Source: an optimization exercise on an open RTL-to-GDS flow (aim: small area). Production flows keep margins and buffers that such runs may drop. Only simulation tests tie the RTL to the original design; equivalence was not proved. Power is estimated from default activity; no workload was simulated.

`flow/config.mk`:
```
export PLATFORM = sky130hd
export DESIGN_NAME = debayer
export DESIGN_NICKNAME = debayer
export VERILOG_FILES = /design/flow/design.v
export SDC_FILE = /design/flow/constraint.sdc
export NUM_CORES = 4
export LEC_CHECK = 0
export CAP_MARGIN = 20
export CORE_MARGIN = 2
export CORE_UTILIZATION = 80
export SLEW_MARGIN = 20
```
`flow/constraint.sdc`:
```
create_clock -name core_clock -period 6.0 [get_ports {clk}]
set_input_delay 1.2000 -clock core_clock [delete_from_list [all_inputs] [get_ports {clk}]]
set_output_delay 1.2000 -clock core_clock [all_outputs]
set_load 0.01 [all_outputs]
```
`flow/design.v`:
```
module debayer
    #(
    parameter line_length = 64
    )
    (
        input               clk,
        input               reset,
        input               sof_in,
        input [9:0]         pixel_data,
        input               pixel_data_valid,
        output logic [15:0] pixel_out_data,
        output logic        pixel_out_data_valid,
        output logic        sof,
        output logic        sof_2
    );
    assign sof_2 = sof;
    localparam [2:0] ST_WAITFIRSTLINES = 3'd0,
                     ST_WAITFIRSTPIX   = 3'd1,
                     ST_G_B            = 3'd2,
                     ST_G_R            = 3'd3,
                     ST_R              = 3'd4,
                     ST_B              = 3'd5;
    localparam SEG = line_length - 5;    
    wire rst = reset | sof_in;
    logic [2:0]  db_state;
    logic        last_gb;
    logic [5:0]  pixel_x;
    logic [5:1]  pixel_valid;
    logic [8:0]  pixels_received;        
    logic [4:1]  hit;                    
    logic        sclr;
    logic [1:0]  rd_lvl;                 
    logic [1:0]  rd_lvl_d;
    logic [2:0]  xtra;                   
    logic        rgb_pixel_valid;
    logic [9:0]  buf_pixel, buf2_pixel, buf3_pixel;
    logic sh, hold;
    always @(posedge clk) begin
        sh   <= pixel_valid[2] & ~rst;
        hold <= ~(pixel_valid[2] & ~rst);
    end
    logic [4:0][9:0] w4;
    logic [4:0][7:0] w3, w2, w1;
    logic [4:2][7:0] w0;
    logic [SEG-1:0][7:0] d3;
    logic [SEG:0][7:0]   d2, d1, d0;
    wire [4:0][9:0]     w4_n = {buf3_pixel, w4[4:1]};
    wire [SEG-1:0][7:0] d3_n = {d3[SEG-2:0], w4[0][9:2]};
    wire [4:0][7:0]     w3_n = {d3[SEG-1], w3[4:1]};
    wire [SEG:0][7:0]   d2_n = {d2[SEG-1:0], w3[0]};
    wire [4:0][7:0]     w2_n = {(xtra[2] ? d2[SEG] : d2[SEG-1]), w2[4:1]};
    wire [SEG:0][7:0]   d1_n = {d1[SEG-1:0], w2[0]};
    wire [4:0][7:0]     w1_n = {(xtra[1] ? d1[SEG] : d1[SEG-1]), w1[4:1]};
    wire [SEG:0][7:0]   d0_n = {d0[SEG-1:0], w1[0]};
    wire [4:2][7:0]     w0_n = {(xtra[0] ? d0[SEG] : d0[SEG-1]), w0[4:3]};
    always @(posedge clk) begin
        w4 <= (w4_n & {50{sh}}) | (w4 & {50{hold}});
        d3 <= (d3_n & {SEG*8{sh}}) | (d3 & {SEG*8{hold}});
        w3 <= (w3_n & {40{sh}}) | (w3 & {40{hold}});
        d2 <= (d2_n & {(SEG+1)*8{sh}}) | (d2 & {(SEG+1)*8{hold}});
        w2 <= (w2_n & {40{sh}}) | (w2 & {40{hold}});
        d1 <= (d1_n & {(SEG+1)*8{sh}}) | (d1 & {(SEG+1)*8{hold}});
        w1 <= (w1_n & {40{sh}}) | (w1 & {40{hold}});
        d0 <= (d0_n & {(SEG+1)*8{sh}}) | (d0 & {(SEG+1)*8{hold}});
        w0 <= (w0_n & {24{sh}}) | (w0 & {24{hold}});
    end
    wire [7:0] q02 = w0[2];
    wire [7:0] q11 = w1[1], q12 = w1[2], q13 = w1[3];
    wire [7:0] q20 = w2[0], q21 = w2[1], q22 = w2[2], q23 = w2[3], q24 = w2[4];
    wire [7:0] q31 = w3[1], q32 = w3[2], q33 = w3[3];
    wire [9:0] r   = w4[2];
    logic [7:0] pa, pb;          
    logic [8:0] pnh, pnv, pfh;   
    logic [9:0] pr, pd;          
    always @(posedge clk) begin
        pa  <= q22;
        pb  <= q02;
        pnh <= q21 + q23;
        pnv <= q12 + q32;
        pfh <= q20 + q24;
        pr  <= r;
        pd  <= q11 + q13 + q31 + q33;
    end
    logic is_g;              
    always_comb is_g = (db_state == ST_G_R) || (db_state == ST_G_B);
    wire [15:0] x = (is_g ? 16'd53294 : 16'd57398)
                  + {pa, 5'd0} + {~pfh, 3'd0}
                  + (is_g ? {pnh, 5'd0} : {pnh, 4'd0})
                  + (is_g ? 16'd0 : {pnv, 4'd0})
                  + (is_g ? {pb, 2'd0} : {~pb, 3'd0})
                  + (is_g ? {pr[9:1], 1'b0} : {~pr, 1'b0})
                  + (is_g ? {~pd, 3'd0} : 16'd0)
                  + (is_g ? {pa, 3'd0} : 16'd0);
    wire [15:0] y = (is_g ? 16'd53302 : 16'd53313)
                  + {pa, 5'd0} + {pa, 3'd0} + {~pb, 3'd0} + {~pr, 1'b0}
                  + (is_g ? {~pd, 3'd0} : {pd, 4'd0})
                  + (is_g ? {pnv, 5'd0} : 16'd0)
                  + (is_g ? {pfh, 2'd0} : {~pfh, 2'd0})
                  + (is_g ? 16'd0 : {~pfh, 3'd0})
                  + (is_g ? 16'd0 : {pa, 3'd0})
                  + (is_g ? 16'd0 : {~pb, 2'd0})
                  + (is_g ? 16'd0 : {6'd0, ~pr})
                  + (is_g ? 16'd0 : {15'd0, pr[0]});
    function automatic [5:0] top6x2(input [15:0] s2);
        top6x2 = s2[15] ? 6'd0 : s2[14] ? 6'h3F : s2[13:8];
    endfunction
    wire [5:0] kx = top6x2(x);       
    wire [4:0] ky = top6x2(y) >> 1;  
    wire [5:0] k_c = pa[7:2];        
    logic [2:0] nstate;
    logic       n_last_gb;
    logic [5:0] n_pixel_x;
    always_comb begin
        nstate    = db_state;
        n_last_gb = last_gb;
        n_pixel_x = pixel_x;
        if (pixel_valid[4] && hit[4])
            nstate = ST_G_R;
        case (db_state)
            ST_R: if (pixel_valid[5]) begin
                n_pixel_x = pixel_x + 6'd2;
                if (pixel_x == line_length - 6) begin
                    nstate    = ST_WAITFIRSTPIX;
                    n_last_gb = 1'b0;
                end else
                    nstate = ST_G_R;
            end
            ST_G_R: if (pixel_valid[5]) nstate = ST_R;
            ST_G_B: if (pixel_valid[5]) begin
                n_pixel_x = pixel_x + 6'd2;
                if (pixel_x == line_length - 6) begin
                    nstate    = ST_WAITFIRSTPIX;
                    n_last_gb = 1'b1;
                end else
                    nstate = ST_B;
            end
            ST_B: if (pixel_valid[5]) nstate = ST_G_B;
            ST_WAITFIRSTPIX: if (pixel_valid[5]) begin
                if (pixel_x == line_length - 1) begin
                    n_pixel_x = 6'd0;
                    nstate    = last_gb ? ST_G_R : ST_B;
                end else
                    n_pixel_x = pixel_x + 6'd1;
            end
            default: ;
        endcase
    end
    logic [15:0] colors;
    always @(posedge clk) begin
        case (db_state)
            ST_R:    colors <= {ky,           kx,       k_c[5:1]};
            ST_G_R:  colors <= {ky,           k_c,      kx[5:1]};
            ST_G_B:  colors <= {kx[5:1],      k_c,      ky};
            default: colors <= {k_c[5:1],     kx,       ky};
        endcase
        pixel_out_data <= colors;
    end
    always @(posedge clk) begin
        buf_pixel  <= pixel_data;
        buf2_pixel <= buf_pixel;
        buf3_pixel <= buf2_pixel;
        sclr       <= rst;
        if (rst) begin
            db_state             <= ST_WAITFIRSTLINES;
            pixel_x              <= 6'd0;
            pixel_valid          <= 5'd0;
            pixels_received      <= 9'd0;
            hit                  <= 4'd0;
            rd_lvl               <= 2'd0;
            sof                  <= 1'b0;
            rgb_pixel_valid      <= 1'b0;
            pixel_out_data_valid <= 1'b0;
        end else begin
            pixel_valid          <= {pixel_valid[4:1], pixel_data_valid};
            pixel_out_data_valid <= rgb_pixel_valid;
            rd_lvl_d             <= rd_lvl;
            if (sclr) begin
                xtra <= 3'b000;
                if (rd_lvl_d[1] | rd_lvl_d[0])
                    xtra[2] <= 1'b1;
                if (rd_lvl_d[1])
                    xtra[1] <= 1'b1;
                if (rd_lvl_d[1] & rd_lvl_d[0])
                    xtra[0] <= 1'b1;
            end
            rd_lvl <= 2'd0;
            hit    <= {hit[3:1], 1'b0};
            if (pixel_data_valid) begin
                if (pixels_received != 9'd261)
                    pixels_received <= pixels_received + 9'd1;
                hit[1] <= (pixels_received == 9'd260);
                rd_lvl <= (pixels_received > 9'd180) ? 2'd3 :
                          (pixels_received > 9'd121) ? 2'd2 :
                          (pixels_received > 9'd62)  ? 2'd1 : 2'd0;
            end
            if (pixel_valid[4] && hit[4])
                sof <= 1'b1;
            if (db_state == ST_R)
                sof <= 1'b0;
            db_state <= nstate;
            last_gb  <= n_last_gb;
            pixel_x  <= n_pixel_x;
            rgb_pixel_valid <= (db_state == ST_R || db_state == ST_G_R ||
                                db_state == ST_G_B || db_state == ST_B) && pixel_valid[5];
        end
    end
endmodule
```
`flow/flow/run.sh`:
```
#!/bin/bash
set -euo pipefail
export BUFFER_PORTS_ARGS="-buffer_cell sky130_fd_sc_hd__buf_1"
export CTS_ARGS="-sink_clustering_enable -repair_clock_nets -dont_use_dummy_load -buf_list sky130_fd_sc_hd__clkbuf_8 -sink_clustering_size 18 -sink_clustering_max_diameter 60 -sink_clustering_levels 2"
bash standard.sh > run_standard.log 2>&1
```
`flow/standard.sh`:
```
#!/bin/bash
# synth_recipe.tcl (not shown) runs the flow's synth.tcl, then flattens the netlist and writes it again
# the make line also repeats each setting of config.mk as NAME=value (left out here)
make -C /OpenROAD-flow-scripts/flow DESIGN_CONFIG=/design/flow/config.mk WORK_HOME=/design/flow/orfs CLKGATE_MAP_FILE= SYNTH_SCRIPT=/design/flow/synth_recipe.tcl "${@:-finish}"
```
==> implementation parameters, run 1 <==
Parameter                              Value

Run status
  Outcome  no timing/DRC/antenna violations

Critical path
  Data arrival time of the critical path    6.50 ns
  Count of buffer and inverter cells on the critical path    3
  Max incr delay on CP    0.57 ns
  Element type at the critical path end    register
  Series of cell instances along the critical path    nor2b_4 > inv_4 > buf_12 > and2_1 > fa_1 > fa_1 > fa_1 > fa_1 > fa_1 > ha_1 > a211o_1 > a41oi_2 > o21bai_1 > a211oi_1 > xnor2_1 > o21ai_0 > buf_4 > o21a_1 > a211oi_1
  Max FO, Critical Path    21
  Critical path's most frequent cell    sky130_fd_sc_hd__fa_1
  Required @ worst endpoint    6.74 ns
  Cell family contributing the most delay on the critical path    adder cells
  FF-to-FF Start    db_state[1]
  Critical path class    reg2reg
  Sort of element at the start of the critical path    register
  Standard cell with the maximum stage delay on the critical path    sky130_fd_sc_hd__fa_1
  Source of the critical timing path    db_state[1]

Hold path
  Worst min-delay path startpoint    colors[10]
  Worst hold-check path type    reg2reg

Logic synthesis
  Yosys top cell area share    61.40%
  Synth Register Bits    2,268
  Mapped Cells    5,818
  Portion of the post-synthesis area used by sequential elements    61.65%
  Synth area leaders    sky130_fd_sc_hd__dfxtp_1, sky130_fd_sc_hd__a22o_1, sky130_fd_sc_hd__fa_1
  Distinct cells, synth    63
  Avg Inst Size Synth    12.68 sq um
  Yosys top cell by area    sky130_fd_sc_hd__dfxtp_1
  Dominant register cell in the synthesized netlist    sky130_fd_sc_hd__dfxtp_1
  Syn Std Cell Area    73,750 sq um
  Synth Warn #    1
  Count of flip-flops with a built-in enable after synthesis    6
  Fraction of registers with async set/reset    0%

Floorplan
  Starting utilization of the core area    80.58%
  Core Region    91,520 sq um
  Die Width    307.6 microns
  Number of cell rows    111
  Die ar.    94,630 sq um
  I/O Pins    33
  Die outline height    307.6 microns

Detailed routing
  Average wire length per cell after detail routing    19.42 microns
  Starting DRT DRC Count    3,650
  Final antenna-violating net count    0
  Remaining routing DRC violations    0
  Detailed Routing Iterations Pass 1    5
  Via-per-instance ratio    6.436
  Total via count in the routed design    43,460
  Routed wire length    131.2 mm

Timing
  Transition time at the pin with the least slew margin    1.232 ns
  Final hold violation count    0
  Max-slew violation count    0
  Final setup violation count    0
  Summed negative setup slack over all endpoints    0 ns
  Headroom to the max-slew limit    17.90%
  Max Clk Rate    173.9 MHz
  Largest clock skew in the final design    0.07778 ns
  Worst hold margin    0.2963 ns
  Final critical-path required period    5.751 ns
  Final clock period utilization by the worst path    95.85%

Place
  Number of I/O port buffers    32
  Final weighted congestion of routability-driven global placement    0.8870
  Final HPWL DP    81.28 mm

GRT
  Overflow after GRT    0
  Total routing usage reported by global routing    27.19%
  Maximum number of pins on one net before global-route repair    266
  First-pass GRT wire length    215.1 mm
  Number of antenna violations at the first check in global routing    1
  Number of global-route vias before repair    41,940

Cells and area
  Number of nets in the layout    5,821
  Fraction of final layout cells with drive strength greater than 1    4.636%
  Fillers    5,040
  Layout-stage area growth over the synthesis result    3.454%

Clock tree
  Number of clock sinks    2,268
  Count of hold buffers inserted by post-cts repair    0
  CTS tree    done
  Clock buffer count from CTS    146
  Buffer depth of the longest clock path    3
  Clock Root Buffer    sky130_fd_sc_hd__clkbuf_8
  Later-pin clock latency in the skew report    0.86 ns
  Count of H-tree levels built during CTS    4
  Clock Pin Slew Worst Setup and Hold Paths    0.10 ns

Pwr
  Leakage power    30.76 nW
  IR Drop Worst-Case VDD    0.0002484 V
  Total power    21.88 mW
  Power density normalized to cell area    286.8 nW/um^2

Job
  Maximum Capacitance Violations    0
flip-flops by register name, indices dropped and copies added (netlist names), 16 cells and up:
register and count:
w0 24, d1 480, d0 480, w4 46
w1 40, d3 472, pixel_out_data 16, d2 480
colors 16, w3 40, w2 40
per-layer routing:
metal	vias up	GRT usage [%]	share of wire, %
met2	637	43.53	47
met1	21470	39.04	48
met4	0	7.737	2.2
met5	-	0	0
li1	21170	-	-
met3	185	3.682	3.2
layout by cell type, fill, tap and decap left out, types with 13 or more instances in the layout:
cell type / instances
sky130_fd_sc_hd__nor2_1: 58
sky130_fd_sc_hd__nand2b_1: 19
sky130_fd_sc_hd__xnor2_1: 31
sky130_fd_sc_hd__fa_1: 138
sky130_fd_sc_hd__o21ai_0: 39
sky130_fd_sc_hd__dfxtp_1: 2260
sky130_fd_sc_hd__nand2_1: 74
sky130_fd_sc_hd__buf_12: 19
sky130_fd_sc_hd__buf_4: 49
sky130_fd_sc_hd__a22o_1: 2104
sky130_fd_sc_hd__mux2_2: 24
sky130_fd_sc_hd__xor2_1: 17
sky130_fd_sc_hd__inv_1: 178
sky130_fd_sc_hd__ha_1: 102
sky130_fd_sc_hd__clkbuf_8: 146
sky130_fd_sc_hd__and2_1: 28
sky130_fd_sc_hd__a21o_1: 18
sky130_fd_sc_hd__o21ai_1: 13
sky130_fd_sc_hd__buf_1: 32
sky130_fd_sc_hd__o21bai_1: 19
sky130_fd_sc_hd__a21oi_1: 62
final timing paths:
check,end,slack [ns],cells after the start
worst max-delay path,colors[3],0.25,19
worst min-delay path,pixel_out_data[10],0.30,0
worst max register to register,colors[3],0.25,19
worst min register to register,pixel_out_data[10],0.30,0
metrics by stage:
stage / util, % / cell area (sq um) / setup slack [ns] / instances
finish: 83.36 / 76290 / 0.2492 / 6752
global route: 83.36 / 76290 / -0.01706 / 6752
CTS: 83.30 / 76240 / 0.09271 / 6749
detailed placement: 81.10 / 74230 / 0.02566 / 6603
global placement: 81.10 / 74230 / 0.1491 / 6603
floorplan: - / 73760 / 0.08481 / 5819
Yosys cell counts (all sizes together), types with 17 or more instances:
| cell type | count |
|---|---|
| a21o | 18 |
| a21oi | 62 |
| a22o | 2104 |
| and2 | 28 |
| buf | 19 |
| clkbuf | 482 |
| dfxtp | 2262 |
| fa | 138 |
| ha | 102 |
| inv | 179 |
| mux2 | 25 |
| nand2 | 74 |
| nand2b | 19 |
| nor2 | 58 |
| o21ai | 52 |
| o21bai | 19 |
| xnor2 | 31 |
| xor2 | 17 |
power breakdown:
part	leakage [nW]	internal [mW]	total, mW	switching, mW
Combinational	11.4	0.144	0.330	0.187
Clock	1.05	2.20	6.41	4.21
Sequential	18.3	15.1	15.1	0.0313
Total	30.8	17.5	21.9	4.43
repair_timing:
action | CTS | global route
gates resized for setup | 0 | 9
buffers inserted | 0 | 1
endpoints found under the setup margin | 0 | 10
cell families after synthesis:
logic type | count (synthesis) | share of synthesized area (%)
fa+ha+maj | 240 | 5.477
xor+xnor | 48 | 0.5701
mux | 31 | 0.4632
simple gates | 242 | 1.608
compound gates | 2307 | 26.75
flops | 2268 | 61.65
buf+inv | 681 | 3.476
other cells | 1 | 0.005085
layout make-up:
cell class / instances / area (sq um) / share of cell area (%)
antenna: 1 / 2.502 / 0.003280
clock buffer: 146 / 2009 / 2.634
inverter: 180 / 678.2 / 0.8889
multi-input combinational: 2870 / 25760 / 33.76
sequential: 2268 / 45470 / 59.60
tap: 1186 / 1484 / 1.945
timing repair buffer: 101 / 893.4 / 1.171
==> run 2, diff against run 1 <==
--- a/flow/config.mk
+++ b/flow/config.mk
@@ -7,5 +7,6 @@
 export LEC_CHECK = 0
 export CAP_MARGIN = 20
 export CORE_MARGIN = 2
-export CORE_UTILIZATION = 80
+export CORE_UTILIZATION = 70
+export GPL_TIMING_DRIVEN = 0
 export SLEW_MARGIN = 20
==> run 2 against run 1 <==
Against the previous run:
- the layout now fails its checks (setup timing)
- critical path depth grew 5
- clock skew increased by 0.0047 ns
- via count up 4.6%
- first-iteration DRC count decreased by 21%
- cell count increased by 9.9%
==> implementation parameters, run 2 <==
Parameter                              Value

Run status
  Outcome    finished with violations
  Failing layout criteria      setup timing

Place
  Final weighted congestion of routability-driven global placement    0.9251 (+4.3%)
  Final HPWL DP    94.77 mm (+17%)
  Area after DPL    75,620 sq um (+1.9%)
  Number of I/O port buffers    32 (unchanged)

Timing
  Transition time at the pin with the least slew margin    1.084 ns (-0.1477 ns)
  Unrepaired setup endpoints after global routing    yes
  Largest clock skew in the final design    0.08251 ns (+0.004733 ns)
  Max Clk Rate    165.5 MHz (-4.8%)
  Final clock period utilization by the worst path    100.7% (+4.9 points)
  Final critical-path required period    6.043 ns (+0.2926 ns)
  Final hold violation count    0 (unchanged)
  Smallest setup slack after layout    -0.04340 ns (-0.2926 ns)
  Max-slew violation count    0 (unchanged)
  Final setup violation count    5 (+5)
  Headroom to the max-slew limit    27.74% (+9.8 points)

Logic synthesis
  Yosys top cell by area    sky130_fd_sc_hd__dfxtp_1
  Dominant register cell in the synthesized netlist    sky130_fd_sc_hd__dfxtp_1
  Count of flip-flops with a built-in enable after synthesis    6 (unchanged)
  Fraction of registers with async set/reset    0% (unchanged)
  Synth Register Bits    2,268 (unchanged)
  Most common cell in the netlist    sky130_fd_sc_hd__dfxtp_1
  Syn Std Cell Area    73,750 sq um (unchanged)
  Post-synth top cells    sky130_fd_sc_hd__dfxtp_1, sky130_fd_sc_hd__a22o_1, sky130_fd_sc_hd__clkbuf_1
  Distinct cells, synth    63 (unchanged)
  Portion of the post-synthesis area used by sequential elements    61.65% (unchanged)
  Mapped Cells    5,818 (unchanged)
  Synth Warn #    1 (unchanged)
  Avg Inst Size Synth    12.68 sq um (unchanged)
  Synth area leaders    sky130_fd_sc_hd__dfxtp_1, sky130_fd_sc_hd__a22o_1, sky130_fd_sc_hd__fa_1
  Yosys top cell area share    61.40% (unchanged)

Clock tree
  Clock Root Buffer    sky130_fd_sc_hd__clkbuf_8
  CTS tree    done
  Clock Pin Slew Worst Setup and Hold Paths    0.10 ns (about the same)
  Later-pin clock latency in the skew report    0.85 ns (about the same)
  Count of H-tree levels built during CTS    4 (unchanged)
  Count of hold buffers inserted by post-cts repair    0 (unchanged)
  Number of clock sinks    2,268 (unchanged)
  Buffer depth of the longest clock path    3 (unchanged)
  Clock buffer count from CTS    147 (+0.68%)

Detailed routing
  Detailed Routing Iterations Pass 1    7 (+2)
  Total via count in the routed design    45,460 (+4.6%)
  Average wire length per cell after detail routing    18.56 microns (-4.4%)
  Routed wire length    137.7 mm (+5.0%)
  Remaining routing DRC violations    0 (unchanged)
  Final antenna-violating net count    0 (unchanged)
  Starting DRT DRC Count    2,896 (-21%)
  Via-per-instance ratio    6.127 (-4.8%)

Floorplan
  Core Region    104,800 sq um (+15%)
  Die ar.    108,000 sq um (+14%)
  I/O Pins    33 (unchanged)
  Starting utilization of the core area    70.36% (-10 points)
  Number of cell rows    119 (+7.2%)
  Die outline height    328.6 microns (+6.8%)
  Die Width    328.6 microns (+6.8%)

Pwr
  Part of the power in registers    68.8% (-0.4 points)
  Combinational power share    1.8% (+0.3 points)
  Power share of the clock group    29.4% (about the same)
  Sw Ratio    20.44% (+0.19 points)
  IR Drop Worst-Case VDD    0.0002528 V (+1.8%)
  Internal power    17.49 mW (+0.22%)
  Leakage power    31.21 nW (+1.5%)
  NetSw    4.495 mW (+1.4%)
  Power density normalized to cell area    280.9 nW/um^2 (-2.1%)

Cells and area
  Layout-stage area growth over the synthesis result    6.128%
  Total area of multi-input combinational cells    25,980 sq um (+0.85%)
  Layout Utilization    74.67% (-8.7 points)
  Sequential standard cell area    45,470 sq um (about the same)
  Fillers    7,169 (+42%)
  Leading cell types in the layout, fill and taps excluded    sky130_fd_sc_hd__dfxtp_1, sky130_fd_sc_hd__a22o_1, sky130_fd_sc_hd__clkbuf_1, sky130_fd_sc_hd__inv_1, sky130_fd_sc_hd__clkbuf_8
  Final instance area    78,270 sq um (+2.6%)
  Largest registers    d0 (480), d1 (480), d2 (480)
  Commonest non-fill, non-tap cell in the layout    sky130_fd_sc_hd__dfxtp_1
  Number of nets in the layout    6,283 (+7.9%)
  Fraction of final layout cells with drive strength greater than 1    4.563% (-0.073 points)

Critical path
  Endpoint of the lowest-slack register-to-register path    colors[3]
  Series of cell instances along the critical path    nor2b_4 > buf_6 > inv_8 > clkbuf_16 > clkbuf_16 > buf_12 > ha_4 > inv_2 > fa_1 > fa_1 > fa_1 > fa_1 > inv_2 > fa_1 > inv_2 > ha_4 > a211o_1 > a41oi_4 > o21ai_2 > a21oi_2 > mux2_2 > o21ai_2 > and3_4 > a211oi_2
  Count of buffer and inverter cells on the critical path    8 (+5)
  Element type at the critical path end    register
  Data arrival time of the critical path    6.72 ns (+0.22 ns)
  Sort of element at the start of the critical path    register
  Max incr delay on CP    0.54 ns (-0.03 ns)
  Required @ worst endpoint    6.68 ns (-0.06 ns)
  Critical path class    reg2reg
  FF-to-FF Start    db_state[1]
  Standard cell with the maximum stage delay on the critical path    sky130_fd_sc_hd__fa_1
  Cell family contributing the most delay on the critical path    adder cells
  Cell depth of the worst flop-to-flop path    24 (+5)
  Internal reg-to-reg setup slack    -0.04 ns (-0.29 ns)
  Critical path's most frequent cell    sky130_fd_sc_hd__fa_1
  Max FO, Critical Path    6 (-71%)

Hold path
  End of the worst hold path    buf2_pixel[3]
  Cells on Worst Hold Path    0 (unchanged)
  Worst min-delay path startpoint    buf_pixel[3]
  Worst hold-check path type    reg2reg

GRT
  Overflow after GRT    0 (unchanged)
  Maximum number of pins on one net before global-route repair    19 (-93%)
  Number of global-route vias before repair    44,470 (+6.0%)
  Number of antenna violations at the first check in global routing    1 (unchanged)
  Total routing usage reported by global routing    25.05% (-2.1 points)
  First-pass GRT wire length    226.7 mm (+5.4%)

Job
  Maximum Capacitance Violations    0 (unchanged)
run 2: cell counts after synthesis:
No cell type changed its count.
run 2: per-stage QoR:
| stage | hold WS, ns | setup WS [ns] | instances | total power, mW | TNS [ns] |
|---|---|---|---|---|---|
| after global routing | 0.3333 | -0.2686 | 7419 | 22.78 | -1.897 |
| after CTS | 0.3267 | 0.001941 | 7395 | 22.14 | 0 |
| final | 0.3285 | -0.04340 | 7420 | 21.99 | -0.1148 |
| after floorplan | 0.3096 | 0.08481 | 5819 | 15.70 | 0 |
| after detailed placement | 0.3121 | -1.040 | 7242 | 15.79 | -13.08 |
| after global placement | 0.3104 | -0.8721 | 7242 | 15.78 | -11.66 |
run 2: kinds of logic (layout without fill, tap and decap cells):
group	Yosys count	after routing	share of synthesized area [%]
other cells	1	4	0.005085
simple gates	242	242	1.608
buf+inv	681	889	3.476
flops	2268	2268	61.65
xor+xnor	48	48	0.5701
compound gates	2307	2307	26.75
fa+ha+maj	240	240	5.477
mux	31	31	0.4632
run 2: worst max path at each step:
stage                     start          to  slack, ns  cells after the start
finish              db_state[1]   colors[3]      -0.04                     24
global route        db_state[1]  colors[14]      -0.27                     24
CTS                 db_state[1]   colors[9]      0.002                     23
detailed placement  db_state[2]   colors[3]      -1.04                     23
global placement    db_state[2]   colors[1]      -0.87                     23
floorplan           db_state[2]   colors[3]       0.08                     23
run 2: final cells by class:
cell class | count | area share, %
Inverter | 180 | 0.8729
Clock buffer | 147 | 2.585
Tap cell | 1391 | 2.224
Buffer | 499 | 2.555
Antenna cell | 2 | 0.006395
Multi-Input combinational cell | 2870 | 33.19
Timing Repair Buffer | 63 | 0.4732
Sequential cell | 2268 | 58.09
run 2: power groups by stage:
stage	logic, mW	clock network [mW]	registers (mW)
finish	0.385	6.47	15.1
detailed placement	0.301	0	15.5
floorplan	0.217	0	15.5
global placement	0.297	0	15.5
global route	0.417	7.21	15.1
CTS	0.342	6.66	15.1
run 2: repair_timing:
action,in CTS,in global routing
cloned,0,1
buffers inserted,7,23
pin swaps,12,34
gates resized for setup,58,44
setup endpoints to repair,16,15
run 2: worst register-to-register path: stages (launching register included):
cell and delay (ns):
sky130_fd_sc_hd__dfxtp_4 0.39, sky130_fd_sc_hd__nor2b_4 0.14, sky130_fd_sc_hd__buf_6 0.14, sky130_fd_sc_hd__inv_8 0.04
sky130_fd_sc_hd__clkbuf_16 0.15, sky130_fd_sc_hd__clkbuf_16 0.16, sky130_fd_sc_hd__buf_12 0.14, sky130_fd_sc_hd__ha_4 0.26
sky130_fd_sc_hd__inv_2 0.04, sky130_fd_sc_hd__fa_1 0.46, sky130_fd_sc_hd__fa_1 0.54, sky130_fd_sc_hd__fa_1 0.44
sky130_fd_sc_hd__fa_1 0.53, sky130_fd_sc_hd__inv_2 0.04, sky130_fd_sc_hd__fa_1 0.51, sky130_fd_sc_hd__inv_2 0.05
sky130_fd_sc_hd__ha_4 0.16, sky130_fd_sc_hd__a211o_1 0.34, sky130_fd_sc_hd__a41oi_4 0.32, sky130_fd_sc_hd__o21ai_2 0.13
sky130_fd_sc_hd__a21oi_2 0.16, sky130_fd_sc_hd__mux2_2 0.36, sky130_fd_sc_hd__o21ai_2 0.15, sky130_fd_sc_hd__and3_4 0.20
sky130_fd_sc_hd__a211oi_2 0.05
run 2: layer usage:
metal  global-route usage [%]  share of wire (%)  up-vias
met5                        0                  0        -
met4                    6.522                2.1        0
met3                    3.932                4.2      226
met2                    39.58                 45      730
met1                    36.13                 48    22370
li1                         -                  -    22140
==> run 3, diff against run 2 <==
--- a/flow/config.mk
+++ b/flow/config.mk
@@ -8,5 +8,4 @@
 export CAP_MARGIN = 20
 export CORE_MARGIN = 2
 export CORE_UTILIZATION = 70
-export GPL_TIMING_DRIVEN = 0
 export SLEW_MARGIN = 20
==> run 3 against run 2 <==
Against the previous run:
- highest routed layer unchanged
- combinational power is 19% lower
- total power is 0.30% lower
- area after synthesis stayed put
- count of clock-buffer cells in the layout is 1 higher
- critical endpoint unchanged
- core utilization is 1.6 points lower
- cell area is 2.2% lower
- sequential share of layout area is 1.3 points higher
- global-route usage is 1.7 points lower
- the run now finishes clean
- flip-flop and latch count stayed put
- setup slack better by 0.26 ns
==> implementation parameters, run 3 <==
Parameter                              Value

Run status
  Outcome  no timing/DRC/antenna violations

Floorplan
  Starting utilization of the core area    70.36% (unchanged)
  Die Width    328.6 microns (unchanged)
  Core Region    104,800 sq um (unchanged)
  Number of cell rows    119 (unchanged)
  I/O Pins    33 (unchanged)
  Die outline height    328.6 microns (unchanged)
  Die ar.    108,000 sq um (unchanged)

Logic synthesis
  Fraction of registers with async set/reset    0% (unchanged)
  Syn Std Cell Area    73,750 sq um (unchanged)
  Mapped Cells    5,818 (unchanged)
  Synth Warn #    1 (unchanged)
  Distinct cells, synth    63 (unchanged)
  Yosys top cell area share    61.40% (unchanged)
  Avg Inst Size Synth    12.68 sq um (unchanged)
  Yosys top cell by area    sky130_fd_sc_hd__dfxtp_1
  Synth Register Bits    2,268 (unchanged)
  Dominant register cell in the synthesized netlist    sky130_fd_sc_hd__dfxtp_1
  Synth area leaders    sky130_fd_sc_hd__dfxtp_1, sky130_fd_sc_hd__a22o_1, sky130_fd_sc_hd__fa_1
  Most common cell in the netlist    sky130_fd_sc_hd__dfxtp_1
  Post-synth top cells    sky130_fd_sc_hd__dfxtp_1, sky130_fd_sc_hd__a22o_1, sky130_fd_sc_hd__clkbuf_1
  Count of flip-flops with a built-in enable after synthesis    6 (unchanged)
  Portion of the post-synthesis area used by sequential elements    61.65% (unchanged)

Critical path
  Critical path's most frequent cell    sky130_fd_sc_hd__fa_1
  Max FO, Critical Path    32 (+26)
  Sort of element at the start of the critical path    register
  Data arrival time of the critical path    6.43 ns (-0.29 ns)
  Critical path class    reg2reg
  Element type at the critical path end    register
  Series of cell instances along the critical path    nor2b_4 > buf_4 > buf_12 > nand2b_1 > nand2_1 > fa_1 > fa_1 > fa_1 > fa_1 > fa_1 > ha_1 > a211o_1 > a41oi_2 > o21ai_1 > a21oi_1 > mux2_1 > o21ai_0 > and3_1 > a211oi_1
  Max incr delay on CP    0.52 ns (-0.02 ns)
  Endpoint of the lowest-slack register-to-register path    colors[3]
  Internal reg-to-reg setup slack    0.22 ns (+0.26 ns)
  Standard cell with the maximum stage delay on the critical path    sky130_fd_sc_hd__fa_1
  Required @ worst endpoint    6.64 ns (-0.04 ns)
  FF-to-FF Start    db_state[1]
  Cell depth of the worst flop-to-flop path    19 (-21%)

Clock tree
  Clock Root Buffer    sky130_fd_sc_hd__clkbuf_8
  Number of clock sinks    2,268 (unchanged)
  CTS tree    done
  Clock Pin Slew Worst Setup and Hold Paths    0.10 ns (about the same)
  Count of H-tree levels built during CTS    4 (unchanged)
  Later-pin clock latency in the skew report    0.84 ns (about the same)
  Clock buffer count from CTS    148 (+0.68%)
  Buffer depth of the longest clock path    3 (unchanged)

Cells and area
  Fillers    7,337 (+2.3%)
  Leading cell types in the layout, fill and taps excluded    sky130_fd_sc_hd__dfxtp_1, sky130_fd_sc_hd__a22o_1, sky130_fd_sc_hd__inv_1, sky130_fd_sc_hd__clkbuf_8, sky130_fd_sc_hd__fa_1
  Final std cells w/o fill    6,946 (-6.4%)
  Commonest non-fill, non-tap cell in the layout    sky130_fd_sc_hd__dfxtp_1
  Layout-stage area growth over the synthesis result    3.794%
  Largest registers    d0 (480), d1 (480), d2 (480)
  Fraction of final layout cells with drive strength greater than 1    4.430% (-0.13 points)
  Number of nets in the layout    5,809 (-7.5%)

Pwr
  Total power    21.92 mW (-0.30%)
  IR Drop Worst-Case VDD    0.0002561 V (+1.3%)
  Power density normalized to cell area    286.4 nW/um^2 (+1.9%)
  Leakage power    30.71 nW (-1.6%)

Timing
  Unrepaired setup endpoints after global routing    no
  Summed negative setup slack over all endpoints    0 ns (+0.1148 ns)
  Max Clk Rate    172.9 MHz (+4.5%)
  Largest clock skew in the final design    0.08377 ns (+0.001252 ns)
  Headroom to the max-slew limit    21.28% (-6.5 points)
  Max-slew violation count    0 (unchanged)
  Final hold violation count    0 (unchanged)
  Final critical-path required period    5.785 ns (-0.2587 ns)
  Final setup violation count    0 (-5)
  Transition time at the pin with the least slew margin    1.181 ns (+0.09698 ns)
  Final clock period utilization by the worst path    96.41% (-4.3 points)

Place
  Final weighted congestion of routability-driven global placement    0.8458 (-8.6%)
  Final HPWL DP    78.67 mm (-17%)
  Number of cells in the design after placement    6,792 (-6.2%)
  Number of I/O port buffers    32 (unchanged)

Job
  Maximum Capacitance Violations    0 (unchanged)

Detailed routing
  Routed wire length    128.2 mm (-6.9%)
  Wire length on met1    64.14 mm (-3.8%)
  Starting DRT DRC Count    3,087 (+6.6%)
  Final antenna-violating net count    0 (unchanged)
  Average wire length per cell after detail routing    18.46 microns (-0.56%)
  Detailed Routing Iterations Pass 1    7 (unchanged)
  Via-per-instance ratio    6.133 (+0.10%)
  Routed wire length on met2    58.23 mm (-6.5%)
  Remaining routing DRC violations    0 (unchanged)
  Total via count in the routed design    42,600 (-6.3%)
  Met3 Routed Length    3.619 mm (-38%)
  Highest metal used    met4

GRT
  First-pass GRT wire length    211.3 mm (-6.8%)
  Total routing usage reported by global routing    23.39% (-1.7 points)
  Maximum number of pins on one net before global-route repair    248 (+229)
  Number of global-route vias before repair    40,190 (-9.6%)
  Overflow after GRT    0 (unchanged)
  Number of antenna violations at the first check in global routing    2 (+1)

Hold path
  Cells on Worst Hold Path    0 (unchanged)
  Worst min-delay path startpoint    colors[8]
  Worst hold-check path type    reg2reg
  End of the worst hold path    pixel_out_data[8]
[run 3: cell counts after synthesis]
No cell type changed its count.
[run 3: stage by stage]
stage / util, % / area (sq um) / worst slack (ns) / hold WS (ns)
floorplan: - / 73760 / 0.08481 / 0.3096
global placement: 70.99 / 74410 / 0.1698 / 0.3104
detailed placement: 70.99 / 74410 / 0.01719 / 0.3121
CTS: 72.94 / 76460 / 0.07414 / 0.2927
global route: 73.02 / 76540 / 0.02229 / 0.2759
finish: 73.02 / 76540 / 0.2153 / 0.2876
[run 3: logic make-up (layout without fill, tap and decap cells)]
logic type / Yosys count / after routing / share of synthesized area [%]
AO/OA/AOI/OAI: 2307 / 2307 / 26.75
flip-flops: 2268 / 2268 / 61.65
buffers and inverters: 681 / 415 / 3.476
AND/OR/NAND/NOR: 242 / 242 / 1.608
adder cells (fa/ha/maj): 240 / 240 / 5.477
XOR/XNOR: 48 / 48 / 0.5701
multiplexers: 31 / 31 / 0.4632
other: 1 / 4 / 0.005085
[run 3: layer usage]
layer  global-route usage [%]  vias up
li1                         -    21150
met1                    35.10    20860
met2                    36.12      433
met3                    3.238      163
met4                    5.321        0
met5                        0        -
[run 3: area by class of cell]
class | instances | area [sq um] | area share, %
diodes | 2 | 5.005 | 0.006538
clock buffers | 148 | 2037 | 2.661
inverters | 180 | 678.2 | 0.8860
multi-input cells | 2870 | 25770 | 33.67
flip-flops and latches | 2268 | 45470 | 59.40
well taps | 1391 | 1740 | 2.274
repair buffers | 87 | 838.3 | 1.095
[run 3: worst max-delay path: cells and delay by family (launching register included)]
family,cells,cell delay (ns)
adder cells (fa/ha/maj),6,2.66
AO/OA/AOI/OAI,6,1.28
AND/OR/NAND/NOR,4,0.64
flip-flops,1,0.35
buffers and inverters,2,0.33
multiplexers,1,0.33
[run 3: how the worst max path moves through the flow]
stage	start	endpoint	slack, ns	depth (start not counted)
2_1_floorplan	db_state[2]	colors[3]	0.08	23
3_3_place_gp	db_state[1]	colors[1]	0.17	20
3_5_place_dp	db_state[2]	colors[2]	0.02	19
4_1_cts	db_state[1]	colors[1]	0.07	21
5_1_grt	db_state[1]	colors[3]	0.02	21
6_report	db_state[1]	colors[3]	0.22	19
[run 3: where the power goes]
| part | switching (mW) | internal [mW] | leakage (nW) |
|---|---|---|---|
| sequential | 0.0324 | 15.1 | 18.3 |
| clock | 4.24 | 2.22 | 1.06 |
| combinational | 0.182 | 0.131 | 11.4 |
[run 3: timing repair]
item,CTS,global route
gates cloned,0,1
buffers inserted,0,3
pin swaps,0,1
hold buffers,0,0
gates resized for setup,1,8
endpoints found under the setup margin,3,10
==> run 4, diff against run 3 <==
--- a/flow/design.v
+++ b/flow/design.v
@@ -72,14 +72,32 @@
     logic [7:0] pa, pb;          
     logic [8:0] pnh, pnv, pfh;   
     logic [9:0] pr, pd;          
+    function automatic [8:0] radd8(input [7:0] a, input [7:0] b);
+        logic c;
+        c = 1'b0;
+        for (int i = 0; i < 8; i++) begin
+            radd8[i] = a[i] ^ b[i] ^ c;
+            c = (a[i] & b[i]) | (c & (a[i] ^ b[i]));
+        end
+        radd8[8] = c;
+    endfunction
+    function automatic [9:0] radd9(input [8:0] a, input [8:0] b);
+        logic c;
+        c = 1'b0;
+        for (int i = 0; i < 9; i++) begin
+            radd9[i] = a[i] ^ b[i] ^ c;
+            c = (a[i] & b[i]) | (c & (a[i] ^ b[i]));
+        end
+        radd9[9] = c;
+    endfunction
     always @(posedge clk) begin
         pa  <= q22;
         pb  <= q02;
-        pnh <= q21 + q23;
-        pnv <= q12 + q32;
-        pfh <= q20 + q24;
+        pnh <= radd8(q21, q23);
+        pnv <= radd8(q12, q32);
+        pfh <= radd8(q20, q24);
         pr  <= r;
-        pd  <= q11 + q13 + q31 + q33;
+        pd  <= radd9(radd8(q11, q13), radd8(q31, q33));
     end
     logic is_g;              
     always_comb is_g = (db_state == ST_G_R) || (db_state == ST_G_B);
==> run 4 against run 3 <==
Against the previous run:
- still clean
- sequential power about the same
- core utilization increased by 0.61 points
- global-route usage increased by 0.18 points
- count of clock-buffer cells in the layout unchanged
- synthesized cell count decreased by 0.98%
- register-to-register slack improved by 0.02 ns
- maximum frequency increased by 0.27%
- flip-flop and latch count unchanged
- cell area decreased by 0.15%
- die area decreased by 0.31%
- cell count decreased by 0.56%
- sequential share of layout area increased by 0.091 points
- largest cell class unchanged
- largest power group unchanged
==> implementation parameters, run 4 <==
Parameter                              Value

Pwr
  Combinational power share    1.7% (+0.3 points)
  IR Drop Worst-Case VDD    0.0002492 V (-2.7%)
  Internal power    17.52 mW (+0.29%)
  Power density normalized to cell area    288.0 nW/um^2 (+0.56%)
  Sw Ratio    20.41% (+0.097 points)
  Leakage power    30.50 nW (-0.70%)
  Part of the power in registers    68.9% (-0.2 points)
  NetSw    4.491 mW (+0.89%)
  Power share of the clock group    29.4% (about the same)

GRT
  First-pass GRT wire length    211.2 mm (about the same)
  Total routing usage reported by global routing    23.57% (+0.18 points)
  Maximum number of pins on one net before global-route repair    236 (-4.8%)
  Number of global-route vias before repair    40,560 (+0.91%)
  Number of antenna violations at the first check in global routing    1 (-1)
  Overflow after GRT    0 (unchanged)

Floorplan
  I/O Pins    33 (unchanged)
  Core Region    103,800 sq um (-0.98%)
  Die outline height    328.1 microns (-0.15%)
  Number of cell rows    118 (-0.84%)
  Die Width    328.1 microns (-0.15%)
  Die ar.    107,600 sq um (-0.31%)
  Starting utilization of the core area    70.83% (+0.48 points)

Critical path
  Cell depth of the worst flop-to-flop path    20 (+1)
  Data arrival time of the critical path    6.50 ns (+0.07 ns)
  Required @ worst endpoint    6.73 ns (+0.09 ns)
  Critical path class    reg2reg
  Endpoint of the lowest-slack register-to-register path    colors[12]
  Internal reg-to-reg setup slack    0.23 ns (+0.02 ns)
  Max FO, Critical Path    15 (-53%)
  Element type at the critical path end    register
  Sort of element at the start of the critical path    register
  FF-to-FF Start    db_state[1]

Cells and area
  Sequential standard cell area    45,470 sq um (unchanged)
  Largest registers    d0 (480), d1 (480), d2 (480)
  Fraction of final layout cells with drive strength greater than 1    4.995% (+0.56 points)
  Total area of multi-input combinational cells    25,310 sq um (-1.8%)
  Number of nets in the layout    5,778 (-0.53%)
  Commonest non-fill, non-tap cell in the layout    sky130_fd_sc_hd__dfxtp_1
  Final std cells w/o fill    6,907 (-0.56%)
  Leading cell types in the layout, fill and taps excluded    sky130_fd_sc_hd__dfxtp_1, sky130_fd_sc_hd__a22o_1, sky130_fd_sc_hd__inv_1, sky130_fd_sc_hd__fa_1, sky130_fd_sc_hd__clkbuf_8
  Fillers    7,181 (-2.1%)
  Layout-stage area growth over the synthesis result    3.957%

Place
  Final HPWL DP    79.98 mm (+1.7%)
  Number of cells in the design after placement    6,756 (-0.53%)
  Final weighted congestion of routability-driven global placement    0.8503 (+0.53%)
  Number of I/O port buffers    32 (unchanged)

Logic synthesis
  Simple-gate share of the synthesized area    1.474% (-0.13 points)
  Yosys top cell by area    sky130_fd_sc_hd__dfxtp_1
  Fraction of registers with async set/reset    0% (unchanged)
  Avg Inst Size Synth    12.76 sq um (+0.68%)
  Synthesized-area fraction occupied by xor and xnor cells    0.3455% (-0.22 points)
  Post-synthesis compound-gate area fraction    26.33% (-0.43 points)
  Most common cell in the netlist    sky130_fd_sc_hd__dfxtp_1
  Yosys top cell area share    61.60% (+0.19 points)
  Distinct cells, synth    74 (+17%)
  Count of flip-flops with a built-in enable after synthesis    6 (unchanged)
  Mapped Cells    5,761 (-0.98%)
  Adder and majority cell fraction of the synthesized area    5.691% (+0.21 points)
  Synth Register Bits    2,268 (unchanged)
  Portion of the post-synthesis area used by sequential elements    61.84% (+0.19 points)
  Syn Std Cell Area    73,520 sq um (-0.31%)
  Synth area leaders    sky130_fd_sc_hd__dfxtp_1, sky130_fd_sc_hd__a22o_1, sky130_fd_sc_hd__fa_1
  Synth Warn #    1 (unchanged)
  Dominant register cell in the synthesized netlist    sky130_fd_sc_hd__dfxtp_1
  Combinational family with the most area after synthesis    compound AO/OA/AOI/OAI gates
  Post-synthesis mux area share    0.5531% (+0.090 points)
  Post-synth top cells    sky130_fd_sc_hd__dfxtp_1, sky130_fd_sc_hd__a22o_1, sky130_fd_sc_hd__clkbuf_1

Job
  Maximum Capacitance Violations    0 (unchanged)

Detailed routing
  Total via count in the routed design    42,390 (-0.49%)
  Via-per-instance ratio    6.138 (about the same)
  Detailed Routing Iterations Pass 1    5 (-2)
  Average wire length per cell after detail routing    18.52 microns (+0.36%)
  Routed wire length    127.9 mm (-0.20%)
  Starting DRT DRC Count    2,996 (-2.9%)
  Remaining routing DRC violations    0 (unchanged)
  Final antenna-violating net count    0 (unchanged)

Clock tree
  Buffer depth of the longest clock path    3 (unchanged)
  Number of clock sinks    2,268 (unchanged)
  Later-pin clock latency in the skew report    0.86 ns (+0.02 ns)
  Clock Pin Slew Worst Setup and Hold Paths    0.11 ns (about the same)
  CTS tree    done
  Clock Root Buffer    sky130_fd_sc_hd__clkbuf_8
  Clock buffer count from CTS    148 (unchanged)
  Count of H-tree levels built during CTS    4 (unchanged)

Timing
  Summed negative setup slack over all endpoints    0 ns (unchanged)
  Final clock period utilization by the worst path    96.16% (-0.26 points)
  Largest clock skew in the final design    0.09881 ns (+0.01505 ns)
  Max Clk Rate    173.3 MHz (+0.27%)
  Final critical-path required period    5.769 ns (-0.01541 ns)
  Transition time at the pin with the least slew margin    1.010 ns (-0.1705 ns)
  Final setup violation count    0 (unchanged)
  Final hold violation count    0 (unchanged)
  Worst hold margin    0.3245 ns (+0.03696 ns)
  Headroom to the max-slew limit    32.64% (+11 points)
  Max-slew violation count    0 (unchanged)
  Unrepaired setup endpoints after global routing    no

Hold path
  Worst min-delay path startpoint    w0[5]
  End of the worst hold path    pb[5]
  Worst hold-check path type    reg2reg
  Cells on Worst Hold Path    0 (unchanged)

Run status
  Outcome  no timing/DRC/antenna violations
==> run 4: cell types whose count changed after synthesis, sizes merged, moves of 9 or more <==
cell    before  now
o21bai      19    2
xnor2       31   16
fa         138  164
and2        28   19
ha         102   72
o21ai       52   30
nand2b      19   10
a21oi       62   40
inv        179  229
==> run 4: worst max path at each step <==
stage	slack, ns	cells after the start	end	start
final	0.23	20	colors[12]	db_state[1]
after global routing	0.003	21	colors[2]	db_state[1]
after CTS	0.22	21	colors[11]	db_state[2]
after detailed placement	0.19	20	colors[11]	db_state[1]
after global placement	0.24	22	colors[4]	db_state[1]
after floorplan	0.02	24	colors[13]	db_state[1]
==> run 4: logic make-up (layout without fill, tap and decap cells) <==
kind of cell	Yosys count	count (layout)
flops	2268	2268
compound gates	2237	2237
buf+inv	727	491
fa+ha+maj	236	236
simple gates	226	226
mux	37	37
xor+xnor	29	29
other cells	1	3
==> run 4: layout make-up <==
| type | instances | area share, % |
|---|---|---|
| sequential | 2268 | 59.50 |
| multi-input combinational | 2767 | 33.12 |
| clock buffer | 148 | 2.665 |
| tap | 1380 | 2.259 |
| timing repair buffer | 113 | 1.323 |
| inverter | 230 | 1.135 |
| antenna | 1 | 0.003274 |
==> run 4: stage by stage <==
step           util, %  instance area (sq um)  total power [mW]  setup WS (ns)
2_1_floorplan        -                  73520             15.75        0.02258
3_3_place_gp     71.61                  74330             15.87         0.2416
3_5_place_dp     71.61                  74330             15.88         0.1854
4_1_cts          73.57                  76360             22.23         0.2221
5_1_grt          73.63                  76430             22.80       0.002837
6_report         73.63                  76430             22.01         0.2307
==> run 4: routing by layer <==
metal	track usage (%)	up-vias	part of all wire (%)	wire (microns)
met5	0	-	0	0
met2	37.64	509	47	60050
li1	-	20870	-	-
met4	6.213	0	2.0	2569
met3	3.213	171	2.9	3694
met1	33.97	20850	48	61630
==> run 4: timing repair <==
action / 4_1_cts / 5_1_grt
hold buffers: 0 / 0
gates resized for setup: 0 / 4
setup buffers: 0 / 1
setup endpoints to repair: 0 / 2
==> run 4: power groups by stage <==
stage                     registers, mW  clock network [mW]  logic (mW)
after floorplan                    15.5                   0       0.247
after global placement             15.5                   0       0.368
after detailed placement           15.5                   0       0.376
after CTS                          15.2                6.70       0.378
after global routing               15.2                7.21       0.420
final                              15.2                6.47       0.383
==> run 4: critical path, stage by stage, from the launching register on <==
cell and delay [ns]:
sky130_fd_sc_hd__dfxtp_1 0.33, sky130_fd_sc_hd__nor2b_4 0.23, sky130_fd_sc_hd__clkinvlp_4 0.23, sky130_fd_sc_hd__buf_4 0.25, sky130_fd_sc_hd__nand2_1 0.11, sky130_fd_sc_hd__fa_1 0.44, sky130_fd_sc_hd__fa_1 0.52, sky130_fd_sc_hd__inv_1 0.06
sky130_fd_sc_hd__fa_1 0.56, sky130_fd_sc_hd__fa_1 0.43, sky130_fd_sc_hd__fa_1 0.45, sky130_fd_sc_hd__ha_1 0.28, sky130_fd_sc_hd__inv_1 0.07, sky130_fd_sc_hd__o41ai_4 0.40, sky130_fd_sc_hd__a31oi_4 0.17, sky130_fd_sc_hd__o21ba_4 0.23
sky130_fd_sc_hd__o311ai_4 0.32, sky130_fd_sc_hd__o211a_1 0.28, sky130_fd_sc_hd__buf_4 0.12, sky130_fd_sc_hd__a21oi_1 0.05, sky130_fd_sc_hd__o22ai_1 0.20
==> run 5, diff against run 4 <==
--- a/flow/design.v
+++ b/flow/design.v
@@ -100,7 +100,6 @@
         pd  <= radd9(radd8(q11, q13), radd8(q31, q33));
     end
     logic is_g;              
-    always_comb is_g = (db_state == ST_G_R) || (db_state == ST_G_B);
     wire [15:0] x = (is_g ? 16'd53294 : 16'd57398)
                   + {pa, 5'd0} + {~pfh, 3'd0}
                   + (is_g ? {pnh, 5'd0} : {pnh, 4'd0})
@@ -216,6 +215,7 @@
             if (db_state == ST_R)
                 sof <= 1'b0;
             db_state <= nstate;
+            is_g     <= (nstate == ST_G_R) || (nstate == ST_G_B);
             last_gb  <= n_last_gb;
             pixel_x  <= n_pixel_x;
             rgb_pixel_valid <= (db_state == ST_R || db_state == ST_G_R ||
==> run 5 against run 4 <==
Against the previous run:
- cell count down 0.29%
- critical path type unchanged
- clock skew down 0.023 ns
- core utilization down 0.82 points
- still clean on timing, DRC and antenna
- largest cell class unchanged
- setup slack better by 0.23 ns
- area after synthesis up 0.26%
- first-iteration DRC count down 2.7%
- combinational power rose to 2.6 times the previous value
- maximum frequency up 4.2%
==> implementation parameters, run 5 <==
Parameter                              Value

Cells and area
  Fillers    7,304 (+1.7%)
  Largest registers    d0 (480), d1 (480), d2 (480)
  Leading cell types in the layout, fill and taps excluded    sky130_fd_sc_hd__dfxtp_1, sky130_fd_sc_hd__a22o_1, sky130_fd_sc_hd__inv_1, sky130_fd_sc_hd__fa_1, sky130_fd_sc_hd__clkbuf_8
  Fraction of final layout cells with drive strength greater than 1    4.569% (-0.43 points)
  Commonest non-fill, non-tap cell in the layout    sky130_fd_sc_hd__dfxtp_1
  Layout Utilization    72.82% (-0.82 points)
  Layout-stage area growth over the synthesis result    3.553%
  Number of nets in the layout    5,753 (-0.43%)
  Final instance area    76,330 sq um (-0.13%)

Detailed routing
  Routed wire length on met2    58.05 mm (-3.3%)
  Via-per-instance ratio    6.112 (-0.42%)
  Remaining routing DRC violations    0 (unchanged)
  Final antenna-violating net count    0 (unchanged)
  Highest metal used    met4
  Met3 Routed Length    3.441 mm (-6.8%)
  Detailed Routing Iterations Pass 1    7 (+2)
  Routed wire length    125.5 mm (-1.9%)
  Total via count in the routed design    42,090 (-0.71%)
  Starting DRT DRC Count    2,914 (-2.7%)
  Wire length on met1    61.24 mm (-0.63%)
  Average wire length per cell after detail routing    18.23 microns (-1.6%)

Pwr
  NetSw    4.850 mW (+8.0%)
  Internal power    17.80 mW (+1.6%)
  Leakage power    30.46 nW (-0.14%)
  Power share of the clock group    28.5% (-0.9 points)
  IR Drop Worst-Case VDD    0.0002949 V (+18%)
  Combinational power share    4.5% (+2.8 points)
  Sw Ratio    21.41% (+1.0 points)
  Power density normalized to cell area    296.8 nW/um^2 (+3.0%)
  Part of the power in registers    67.1% (-1.8 points)

Logic synthesis
  Portion of the post-synthesis area used by sequential elements    61.72% (-0.12 points)
  Avg Inst Size Synth    12.79 sq um (+0.19%)
  Yosys top cell area share    61.43% (-0.16 points)
  Count of flip-flops with a built-in enable after synthesis    7 (+1)
  Dominant register cell in the synthesized netlist    sky130_fd_sc_hd__dfxtp_1
  Post-synth top cells    sky130_fd_sc_hd__dfxtp_1, sky130_fd_sc_hd__a22o_1, sky130_fd_sc_hd__clkbuf_1
  Simple-gate share of the synthesized area    1.487% (+0.013 points)
  Post-synthesis compound-gate area fraction    26.22% (-0.11 points)
  Yosys top cell by area    sky130_fd_sc_hd__dfxtp_1
  Most common cell in the netlist    sky130_fd_sc_hd__dfxtp_1
  Synth area leaders    sky130_fd_sc_hd__dfxtp_1, sky130_fd_sc_hd__a22o_1, sky130_fd_sc_hd__fa_1
  Mapped Cells    5,765 (+0.069%)
  Post-synthesis mux area share    0.7401% (+0.19 points)
  Distinct cells, synth    77 (+4.1%)
  Adder and majority cell fraction of the synthesized area    5.775% (+0.084 points)
  Synthesized-area fraction occupied by xor and xnor cells    0.3072% (-0.038 points)
  Synth Register Bits    2,269 (+0.044%)
  Combinational family with the most area after synthesis    compound AO/OA/AOI/OAI gates
  Fraction of registers with async set/reset    0% (unchanged)
  Syn Std Cell Area    73,710 sq um (+0.26%)
  Synth Warn #    1 (unchanged)

GRT
  First-pass GRT wire length    206.1 mm (-2.4%)
  Number of antenna violations at the first check in global routing    2 (+1)
  Total routing usage reported by global routing    22.88% (-0.69 points)
  Maximum number of pins on one net before global-route repair    268 (+14%)
  Overflow after GRT    0 (unchanged)
  Number of global-route vias before repair    39,710 (-2.1%)

Clock tree
  Buffer depth of the longest clock path    3 (unchanged)
  Clock Root Buffer    sky130_fd_sc_hd__clkbuf_8
  Count of hold buffers inserted by post-cts repair    0 (unchanged)
  Number of clock sinks    2,269 (+0.044%)
  Clock Pin Slew Worst Setup and Hold Paths    0.10 ns (about the same)
  Clock buffer count from CTS    148 (unchanged)
  Later-pin clock latency in the skew report    0.84 ns (-0.02 ns)
  Postcts setup bufs    0 (unchanged)
  CTS tree    done
  Post_cts resized    0 (unchanged)
  Count of H-tree levels built during CTS    4 (unchanged)

Place
  Final weighted congestion of routability-driven global placement    0.8242 (-3.1%)
  Number of I/O port buffers    32 (unchanged)
  Final HPWL DP    77.32 mm (-3.3%)
  Minimum setup slack after placement    0.4129 ns (+0.2275 ns)
  Area after DPL    74,290 sq um (about the same)

Timing
  Max-slew violation count    0 (unchanged)
  Final clock period utilization by the worst path    92.24% (-3.9 points)
  Final hold violation count    0 (unchanged)
  Smallest setup slack after layout    0.4655 ns (+0.2348 ns)
  Largest clock skew in the final design    0.07560 ns (-0.02321 ns)
  Headroom to the max-slew limit    17.56% (-15 points)
  Unrepaired setup endpoints after global routing    no
  Final setup violation count    0 (unchanged)
  Max Clk Rate    180.7 MHz (+4.2%)
  Summed negative setup slack over all endpoints    0 ns (unchanged)
  Final critical-path required period    5.535 ns (-0.2348 ns)
  Transition time at the pin with the least slew margin    1.237 ns (+0.2263 ns)

Run status
  Outcome  no timing/DRC/antenna violations

Critical path
  Element type at the critical path end    register
  Max FO, Critical Path    53 (+38)
  Data arrival time of the critical path    6.24 ns (-0.26 ns)
  Source of the critical timing path    is_g
  Internal reg-to-reg setup slack    0.47 ns (+0.23 ns)
  Required @ worst endpoint    6.71 ns (-0.02 ns)
  FF-to-FF Start    is_g
  Critical path class    reg2reg
  Sort of element at the start of the critical path    register

Floorplan
  Core Region    104,800 sq um (+0.99%)
  I/O Pins    33 (unchanged)
  Number of cell rows    119 (+0.85%)
  Starting utilization of the core area    70.32% (-0.51 points)
  Die ar.    107,900 sq um (+0.26%)
  Die outline height    328.5 microns (+0.13%)
  Die Width    328.5 microns (+0.13%)

Hold path
  Worst min-delay path startpoint    colors[13]
  Worst hold-check path type    reg2reg

Job
  Maximum Capacitance Violations    0 (unchanged)
run 5: cell types whose count changed in the layout (fill, tap and decap cells not counted), moves of 8 or more:
cell                      previous run  this run
sky130_fd_sc_hd__a21oi_1            39        26
sky130_fd_sc_hd__buf_4              59        22
sky130_fd_sc_hd__ha_1               72        81
sky130_fd_sc_hd__nand2_1            79        60
sky130_fd_sc_hd__nand3_1             7        17
sky130_fd_sc_hd__o22ai_1             8         0
run 5: path summary, 6_finish.rpt:
kind                              to  cells past startpoint
hold reg to reg   pixel_out_data[13]                      0
hold / removal    pixel_out_data[13]                      0
setup / recovery           colors[1]                     20
setup reg to reg           colors[1]                     20
run 5: final cells by class:
type	count	area, sq um	area share, %
Multi-Input combinational cell	2768	25460	33.36
Inverter	234	878.3	1.151
Clock buffer	148	2037	2.669
Antenna cell	2	5.005	0.006557
Sequential cell	2269	45500	59.61
Timing Repair Buffer	75	705.7	0.9245
Tap cell	1391	1740	2.280
run 5: through the flow:
step                      hold WS [ns]  total power, mW  std cells
final                           0.2806            22.65       6887
after global routing            0.2697            23.58       6887
after CTS                       0.2839            22.91       6885
after detailed placement        0.3121            16.55       6737
after global placement          0.3103            16.54       6737
after floorplan                 0.3096            16.32       5766
run 5: power groups by stage:
stage          clock [mW]  combinational [mW]  sequential, mW
6_report             6.45                1.01            15.2
5_1_grt              7.24                1.14            15.2
4_1_cts              6.71                1.02            15.2
3_5_place_dp            0                1.01            15.5
3_3_place_gp            0               0.998            15.5
2_1_floorplan           0               0.777            15.5
run 5: worst max-delay path, cell delays in order (launching register included):
cell and delay, ns:
sky130_fd_sc_hd__edfxtp_1 0.43, sky130_fd_sc_hd__clkinv_1 0.10, sky130_fd_sc_hd__buf_12 0.26, sky130_fd_sc_hd__ha_1 0.21, sky130_fd_sc_hd__inv_1 0.05, sky130_fd_sc_hd__fa_1 0.49
sky130_fd_sc_hd__inv_1 0.06, sky130_fd_sc_hd__fa_1 0.57, sky130_fd_sc_hd__fa_1 0.44, sky130_fd_sc_hd__fa_1 0.49, sky130_fd_sc_hd__inv_1 0.05, sky130_fd_sc_hd__fa_1 0.47
sky130_fd_sc_hd__inv_1 0.04, sky130_fd_sc_hd__ha_1 0.32, sky130_fd_sc_hd__o211ai_1 0.13, sky130_fd_sc_hd__a21o_2 0.23, sky130_fd_sc_hd__o21a_4 0.22, sky130_fd_sc_hd__o21ai_2 0.19
sky130_fd_sc_hd__mux2_4 0.35, sky130_fd_sc_hd__nor2b_4 0.13, sky130_fd_sc_hd__a211o_1 0.22
run 5: layer usage:
layer	vias up	global-route usage, %
met3	182	2.979
met1	20640	33.28
met4	0	6.542
met2	437	36.05
li1	20830	-
met5	-	0
run 5: cell families after synthesis:
group | after synthesis
fa+ha+maj | 243
simple gates | 219
flops | 2269
mux | 50
xor+xnor | 25
buf+inv | 729
compound gates | 2229
other cells | 1
==> run 6, diff against run 5 <==
==> flow/run.sh (new file) <==
#!/bin/bash
# synth_recipe.tcl (not shown) runs the flow's synth.tcl, then flattens the netlist and writes it again
# the make line also repeats each setting of config.mk as NAME=value (left out here)
make -C /OpenROAD-flow-scripts/flow DESIGN_CONFIG=/design/flow/config.mk WORK_HOME=/design/flow/orfs CLKGATE_MAP_FILE= SYNTH_SCRIPT=/design/flow/synth_recipe.tcl finish
--- a/flow/config.mk
+++ b/flow/config.mk
@@ -8,4 +8,6 @@
 export CAP_MARGIN = 20
 export CORE_MARGIN = 2
 export CORE_UTILIZATION = 70
+export CTS_CLUSTER_DIAMETER = 100
+export CTS_CLUSTER_SIZE = 25
 export SLEW_MARGIN = 20
removed: flow/flow/run.sh
removed: flow/standard.sh
==> run 6 against run 5 <==
Against the previous run:
- total power up 4.9%
- area after synthesis unchanged
- highest routed layer is now met5
- sequential share of layout area down 0.75 points
==> implementation parameters, run 6 <==
Parameter                              Value

Timing
  Unrepaired setup endpoints after global routing    no
  Summed negative setup slack over all endpoints    0 ns (unchanged)
  Final clock period utilization by the worst path    93.08% (+0.84 points)
  Max-slew violation count    0 (unchanged)
  Largest clock skew in the final design    0.03221 ns (-0.04339 ns)
  Smallest setup slack after layout    0.4153 ns (-0.05022 ns)
  Max Clk Rate    179.1 MHz (-0.90%)
  Worst hold margin    0.3290 ns (+0.04831 ns)
  Final critical-path required period    5.585 ns (+0.05022 ns)
  Final setup violation count    0 (unchanged)

Cells and area
  Commonest non-fill, non-tap cell in the layout    sky130_fd_sc_hd__dfxtp_1
  Largest registers    d0 (480), d1 (480), d2 (480)
  Layout-stage area growth over the synthesis result    4.867%
  Final std cells w/o fill    6,859 (-0.41%)
  Number of nets in the layout    5,714 (-0.68%)
  Final instance area    77,300 sq um (+1.3%)
  Fraction of final layout cells with drive strength greater than 1    4.005% (-0.56 points)

Critical path
  Standard cell with the maximum stage delay on the critical path    sky130_fd_sc_hd__fa_1
  Series of cell instances along the critical path    clkinv_1 > buf_12 > ha_1 > inv_1 > fa_1 > fa_1 > fa_1 > fa_1 > fa_1 > ha_1 > a2111oi_4 > a21boi_2 > o21a_4 > o21ai_2 > mux2_4 > nor2b_4 > a211o_1
  Critical path's most frequent cell    sky130_fd_sc_hd__fa_1
  Required @ worst endpoint    6.62 ns (-0.09 ns)
  Cell family contributing the most delay on the critical path    adder cells
  Element type at the critical path end    register
  Max FO, Critical Path    53 (unchanged)
  Max incr delay on CP    0.55 ns (-0.02 ns)
  Sort of element at the start of the critical path    register
  Data arrival time of the critical path    6.20 ns (-0.04 ns)
  Count of buffer and inverter cells on the critical path    3 (-3)

Place
  Number of I/O port buffers    32 (unchanged)
  Area after DPL    74,560 sq um (+0.37%)
  Number of cells in the design after placement    6,744 (+0.10%)
  Final weighted congestion of routability-driven global placement    0.8331 (+1.1%)

Detailed routing
  Total via count in the routed design    42,180 (+0.22%)
  Starting DRT DRC Count    3,167 (+8.7%)
  Detailed Routing Iterations Pass 1    5 (-2)
  Remaining routing DRC violations    0 (unchanged)
  Final antenna-violating net count    0 (unchanged)
  Average wire length per cell after detail routing    18.79 microns (+3.1%)
  Via-per-instance ratio    6.150 (+0.63%)

GRT
  Total routing usage reported by global routing    23.40% (+0.53 points)
  Overflow after GRT    0 (unchanged)
  Maximum number of pins on one net before global-route repair    282 (+5.2%)
  First-pass GRT wire length    210.9 mm (+2.3%)
  Number of antenna violations at the first check in global routing    3 (+1)
  Number of global-route vias before repair    40,310 (+1.5%)

Floorplan
  Starting utilization of the core area    70.32% (unchanged)
  I/O Pins    33 (unchanged)
  Number of cell rows    119 (unchanged)
  Die Width    328.5 microns (unchanged)
  Core Region    104,800 sq um (unchanged)
  Die ar.    107,900 sq um (unchanged)

Logic synthesis
  Avg Inst Size Synth    12.79 sq um (unchanged)
  Yosys top cell area share    61.43% (unchanged)
  Distinct cells, synth    77 (unchanged)
  Synth Register Bits    2,269 (unchanged)
  Most common cell in the netlist    sky130_fd_sc_hd__dfxtp_1
  Post-synth top cells    sky130_fd_sc_hd__dfxtp_1, sky130_fd_sc_hd__a22o_1, sky130_fd_sc_hd__clkbuf_1
  Syn Std Cell Area    73,710 sq um (unchanged)
  Dominant register cell in the synthesized netlist    sky130_fd_sc_hd__dfxtp_1
  Portion of the post-synthesis area used by sequential elements    61.72% (unchanged)
  Fraction of registers with async set/reset    0% (unchanged)

Clock tree
  Post_cts resized    0 (unchanged)
  Clock Root Buffer    sky130_fd_sc_hd__clkbuf_16
  Postcts setup bufs    0 (unchanged)
  Clock buffer count from CTS    101 (-32%)
  Count of hold buffers inserted by post-cts repair    0 (unchanged)
  Number of clock sinks    2,269 (unchanged)
  Clock Pin Slew Worst Setup and Hold Paths    0.10 ns (about the same)

Pwr
  IR Drop Worst-Case VDD    0.0002668 V (-9.5%)

Job
  Maximum Capacitance Violations    0 (unchanged)

Run status
  Outcome  no timing/DRC/antenna violations
==> run 6: cell types whose count changed in the layout (fill, tap and decap cells not counted), moves of 2 or more <==
cell | previous run | this run
sky130_fd_sc_hd__diode_2 | 2 | 0
sky130_fd_sc_hd__buf_1 | 32 | 0
sky130_fd_sc_hd__clkbuf_16 | 0 | 104
sky130_fd_sc_hd__buf_4 | 22 | 27
sky130_fd_sc_hd__buf_12 | 21 | 23
sky130_fd_sc_hd__clkbuf_1 | 0 | 5
sky130_fd_sc_hd__clkdlybuf4s50_1 | 0 | 32
sky130_fd_sc_hd__clkbuf_8 | 148 | 0
==> run 6: path summary, 6_finish.rpt <==
| path | start | end | slack, ns | cells past startpoint |
|---|---|---|---|---|
| setup / recovery | is_g | colors[1] | 0.42 | 17 |
| hold / removal | buf_pixel[2] | buf2_pixel[2] | 0.33 | 0 |
| setup reg to reg | is_g | colors[1] | 0.42 | 17 |
| hold reg to reg | buf_pixel[2] | buf2_pixel[2] | 0.33 | 0 |
==> run 6: layout make-up <==
cell class / instances / area (sq um)
flip-flops and latches: 2269 / 45500
fillers: 7171 / 27520
multi-input cells: 2768 / 25460
clock buffers: 109 / 2621
well taps: 1391 / 1740
repair buffers: 83 / 1011
inverters: 234 / 878.3
clock inverters: 5 / 86.33
==> run 6: report_power, final <==
part           switching [mW]  internal (mW)  total [mW]  leakage (nW)
Sequential             0.0370           15.1        15.2          18.3
Clock                    4.36           3.14        7.49          1.33
Combinational           0.597          0.476        1.07          11.2
Total                    4.99           18.8        23.8          30.9
==> run 6: kinds of logic after synthesis <==
| group | after synthesis | synth area share (%) |
|---|---|---|
| AOI/OAI and AO/OA | 2229 | 26.22 |
| xor gates and xnor gates | 25 | 0.3072 |
| adders and majority gates | 243 | 5.775 |
| buffers and inverters | 729 | 3.746 |
| DFF | 2269 | 61.72 |
| muxes | 50 | 0.7401 |
| other | 1 | 0.005087 |
| and+or+nand+nor | 219 | 1.487 |
==> run 6: metal layers <==
| layer | global-route usage, % | vias to the layer above | wire (microns) |
|---|---|---|---|
| li1 | - | 20800 | - |
| met1 | 33.05 | 20840 | 61280 |
| met2 | 37.76 | 392 | 60490 |
| met3 | 3.112 | 149 | 3602 |
| met4 | 7.207 | 6 | 3494 |
| met5 | 0 | - | 40 |

==> separate check: timing with driven ports <==
Ports are ideal in the flow. The routed layouts listed here were re-timed in OpenROAD.
Step 1, drivers: a clkbuf_16 drives clk and a buf_2 each remaining input, both assumed.
Step 2, shift: input delay + t, output delay - t, t = (earliest + latest rising clock arrival at the registers) / 2. This alone moves slack from input paths to output paths.
Slacks: no drivers / after step 1 / after step 2; pairs: no drivers / after step 1.
run | shift t [ns] | setup slack, ns
run 1 | 0.885 | 0.249 / 0.249 / 0.249
run 2 | 0.887 | -0.043 / -0.043 / -0.043
run 3 | 0.875 | 0.215 / 0.215 / 0.215
run 4 | 0.881 | 0.231 / 0.231 / 0.231
run 5 | 0.883 | 0.465 / 0.465 / 0.465
run 6 | 0.771 | 0.415 / 0.415 / 0.415
